What follows belongs to an exercise in optimizing a design on an open flow for small area and a short achievable clock period; a production flow would make more cautious choices. In this exercise RTL edits were held to simulation tests only and were not proved equivalent to the original.

## fft_complex_compute
module fft_complex_compute #(
  parameter DATA_WIDTH = 32
) (
  input  logic clk,
  input  logic [DATA_WIDTH-1:0] x_N,
  input  logic [DATA_WIDTH-1:0] x_M,
  input  logic [DATA_WIDTH-1:0] w_N,
  output logic [DATA_WIDTH-1:0] y_N,
  output logic [DATA_WIDTH-1:0] y_M
);
  logic [15:0] ar, ai, wr, wi, wrn, win;
  logic [15:0] ar2, ai2;
  logic [15:0] ynr, yni, ymr, ymi;
  logic [15:0] ar3, ai3, dr3, di3;
  logic [7:0] br_neg, br_one, br_two;
  logic [7:0] bi_neg, bi_one, bi_two;
  logic pp1;
  logic pp2;
  logic pp3;
  logic pp4;
  logic pp5;
  logic pp6;
  logic pp7;
  logic pp8;
  logic pp9;
  logic pp10;
  logic pp11;
  logic pp12;
  logic pp13;
  logic pp14;
  logic pp15;
  logic pp16;
  logic pp17;
  logic pp18;
  logic pp19;
  logic pp20;
  logic pp21;
  logic pp22;
  logic pp23;
  logic pp24;
  logic pp25;
  logic pp26;
  logic pp27;
  logic pp28;
  logic pp29;
  logic pp30;
  logic pp31;
  logic pp32;
  logic pp33;
  logic pp34;
  logic pp35;
  logic pp36;
  logic pp37;
  logic pp38;
  logic pp39;
  logic pp40;
  logic pp41;
  logic pp42;
  logic pp43;
  logic pp44;
  logic pp45;
  logic pp46;
  logic pp47;
  logic pp48;
  logic pp49;
  logic pp50;
  logic pp51;
  logic pp52;
  logic pp53;
  logic pp54;
  logic pp55;
  logic pp56;
  logic pp57;
  logic pp58;
  logic pp59;
  logic pp60;
  logic pp61;
  logic pp62;
  logic pp63;
  logic pp64;
  logic pp65;
  logic pp66;
  logic pp67;
  logic pp68;
  logic pp69;
  logic pp70;
  logic pp71;
  logic pp72;
  logic pp73;
  logic pp74;
  logic pp75;
  logic pp76;
  logic pp77;
  logic pp78;
  logic pp79;
  logic pp80;
  logic pp81;
  logic pp82;
  logic pp83;
  logic pp84;
  logic pp85;
  logic pp86;
  logic pp87;
  logic pp88;
  logic pp89;
  logic pp90;
  logic pp91;
  logic pp92;
  logic pp93;
  logic pp94;
  logic pp95;
  ...
For scale: about 160 I/O pins.
==> flow/config.mk <==
export PLATFORM = sky130hd
export DESIGN_NAME = fft_complex_compute
export DESIGN_NICKNAME = fft_complex_compute
export VERILOG_FILES = /design/flow/design.v
export SDC_FILE = /design/flow/constraint.sdc
export NUM_CORES = 4
export LEC_CHECK = 0
export ABC_AREA = 1
export CAP_MARGIN = 20
export CORE_MARGIN = 2
export CORE_UTILIZATION = 40
export CTS_CLUSTER_DIAMETER = 120
export CTS_CLUSTER_SIZE = 20
export SETUP_SLACK_MARGIN = 4.5
export SLEW_MARGIN = 20
export SYNTH_HIERARCHICAL = 1
export SYNTH_MINIMUM_KEEP_SIZE = 0
export TNS_END_PERCENT = 5
==> flow/constraint.sdc <==
create_clock -name core_clock -period 8.0 [get_ports {clk}]
set_input_delay 1.6000 -clock core_clock [delete_from_list [all_inputs] [get_ports {clk}]]
set_output_delay 1.6000 -clock core_clock [all_outputs]
set_load 0.01 [all_outputs]
standard.sh (not shown) runs the stock make flow with config.mk's settings and CLKGATE_MAP_FILE= SYNTH_SCRIPT=/design/flow/synth_recipe.tcl, a recipe that flattens the netlist after the stock synthesis.
==> flow/flow/run.sh <==
#!/bin/bash
# The standard layout (the standard.sh: ORFS synthesis through finish,
# unchanged), except that the port buffers that global placement inserts on
# every input and output are the platform's smallest buffer (buf_1) rather
# than the one buffer_ports picks by default.  Timing repair still resizes
# them where a path needs it.  The tools' output goes to standard.log.
set -euo pipefail
export BUFFER_PORTS_ARGS="-buffer_cell sky130_fd_sc_hd__buf_1"
bash standard.sh > standard.log 2>&1
Change:
--- a/flow/config.mk
+++ b/flow/config.mk
@@ -16,3 +16,2 @@
 export SYNTH_HIERARCHICAL = 1
 export SYNTH_MINIMUM_KEEP_SIZE = 0
-export TNS_END_PERCENT = 5
=> The changed run went through all stages and came out clean; die area is unchanged; core utilization goes up by 0.41 points; routed wire length stays flat; fmax goes up by 4.4%; synthesized cell count does not change; worst setup slack improved by 0.15 ns; critical path depth goes up by 1.
Change:
--- a/flow/config.mk
+++ b/flow/config.mk
@@ -12,5 +12,5 @@
 export CTS_CLUSTER_DIAMETER = 120
 export CTS_CLUSTER_SIZE = 20
-export SETUP_SLACK_MARGIN = 4.5
+export SETUP_SLACK_MARGIN = 4.6
 export SLEW_MARGIN = 20
 export SYNTH_HIERARCHICAL = 1
After rerunning: Cell count increases by 0.44%. Setup slack loses 0.11 ns.

Starting RTL as in the previous note.
Settings: LEC_CHECK=0, ABC_AREA=1, CAP_MARGIN=20, CORE_MARGIN=2, CORE_UTILIZATION=40, CTS_CLUSTER_DIAMETER=150, CTS_CLUSTER_SIZE=30, SETUP_SLACK_MARGIN=4.5, SLEW_MARGIN=20, SYNTH_HIERARCHICAL=1, SYNTH_MINIMUM_KEEP_SIZE=0; clock period 8.0 ns.
run.sh (not shown) runs the stock make flow with config.mk's settings and CLKGATE_MAP_FILE= SYNTH_SCRIPT=/design/flow/synth_recipe.tcl, a recipe that flattens the netlist after the stock synthesis.
Stock flow here: none of the scripts above is used.
The starting point went through all stages and came out clean.
Then changed:
==> flow/flow/run.sh (new file) <==
#!/bin/bash
# The standard layout (the standard.sh: ORFS synthesis through finish,
# unchanged), except that the port buffers that global placement inserts on
# every input and output are the platform's smallest buffer (buf_1) rather
# than the one buffer_ports picks by default.  Timing repair still resizes
# them where a path needs it.  The tools' output goes to standard.log.
set -euo pipefail
export BUFFER_PORTS_ARGS="-buffer_cell sky130_fd_sc_hd__buf_1"
bash standard.sh > standard.log 2>&1
==> flow/standard.sh (new file) <==
#!/bin/bash
# synth_recipe.tcl (not shown) runs the flow's synth.tcl, then flattens the netlist and writes it again
# the make line also repeats each setting of config.mk as NAME=value (left out here)
make -C /OpenROAD-flow-scripts/flow DESIGN_CONFIG=/design/flow/config.mk WORK_HOME=/design/flow/orfs CLKGATE_MAP_FILE= SYNTH_SCRIPT=/design/flow/synth_recipe.tcl "${@:-finish}"
- CTS_CLUSTER_DIAMETER: 150 -> 120
- CTS_CLUSTER_SIZE: 30 -> 20
- GPL_ROUTABILITY_DRIVEN: default -> 0
removed: flow/run.sh
What happened:
- The changed run completed without violations
- design area decreases by 2.6%
- via count decreases by 1.1%
- worst setup slack improves by 0.047 ns
- maximum frequency increases by 1.4%
- register-to-register slack improves by 0.05 ns
- global-route usage barely changes
- clock-buffer cell count increases by 5
- worst hold slack degrades by 0.0079 ns
- sequential share of layout area increases by 0.51 points
- critical path depth decreases by 1
Then changed:
- CORE_UTILIZATION: 40 -> 55
- GPL_ROUTABILITY_DRIVEN: 0 -> default
=>
- The new run completed with no timing, DRC or antenna violations
- area after synthesis is unchanged
- setup slack got worse by 0.037 ns
- clock-buffer cell count came out lower by 1
- routed wire length climbs by a few percent
- die area came out lower by a quarter to a third
- clock skew increases by 0.016 ns
Then changed:
- CORE_UTILIZATION: 55 -> 40
- PLACE_DENSITY: default -> 0.75
The new run ran to the end with no violations.
Core utilization is lower by 15 points.
Cell count came out higher by 8.4%.
Via count climbs by 1.9%.
Register-to-register slack loses 0.07 ns.
Worst hold slack stays flat.
Cell area grows by 1.8%.
Setup slack loses 0.070 ns.
Routed wire length is lower by 2.9%.

## separate check: timing with driven ports
The results above use ideal ports. As a check the final layouts listed here were re-extracted and re-timed, cells and wires unchanged. Step 1 (the two cells are an assumption about what drives the block):
set clk [get_ports {clk}]
set_driving_cell -lib_cell sky130_fd_sc_hd__clkbuf_16 $clk
set_driving_cell -lib_cell sky130_fd_sc_hd__buf_2 [delete_from_list [all_inputs] $clk]
Step 2 also shifts input and output timing later by t, the mid clock arrival at the registers, as if the neighbouring blocks saw the same clock. a / b / c = ideal / step 1 / step 2; a / b = the first two.
run | t (ns) | slack for setup (ns) | slew at the worst register clock pin (ns)
the first run of note 1 | 0.667 | 4.388 / 4.388 / 4.388 | 0.10 / 0.10
the second run of note 1 | 0.673 | 4.540 / 4.540 / 4.540 | 0.10 / 0.10
the third run of note 1 | 0.667 | 4.425 / 4.425 / 4.425 | 0.10 / 0.10
the first run of note 2 | 0.634 | 4.493 / 4.493 / 4.493 | 0.12 / 0.12
the second run of note 2 | 0.673 | 4.540 / 4.540 / 4.540 | 0.10 / 0.10
the third run of note 2 | 0.633 | 4.503 / 4.503 / 4.503 | 0.09 / 0.09
the fourth run of note 2 | 0.663 | 4.433 / 4.433 / 4.433 | 0.10 / 0.10
After both steps every run listed still meets setup and hold.
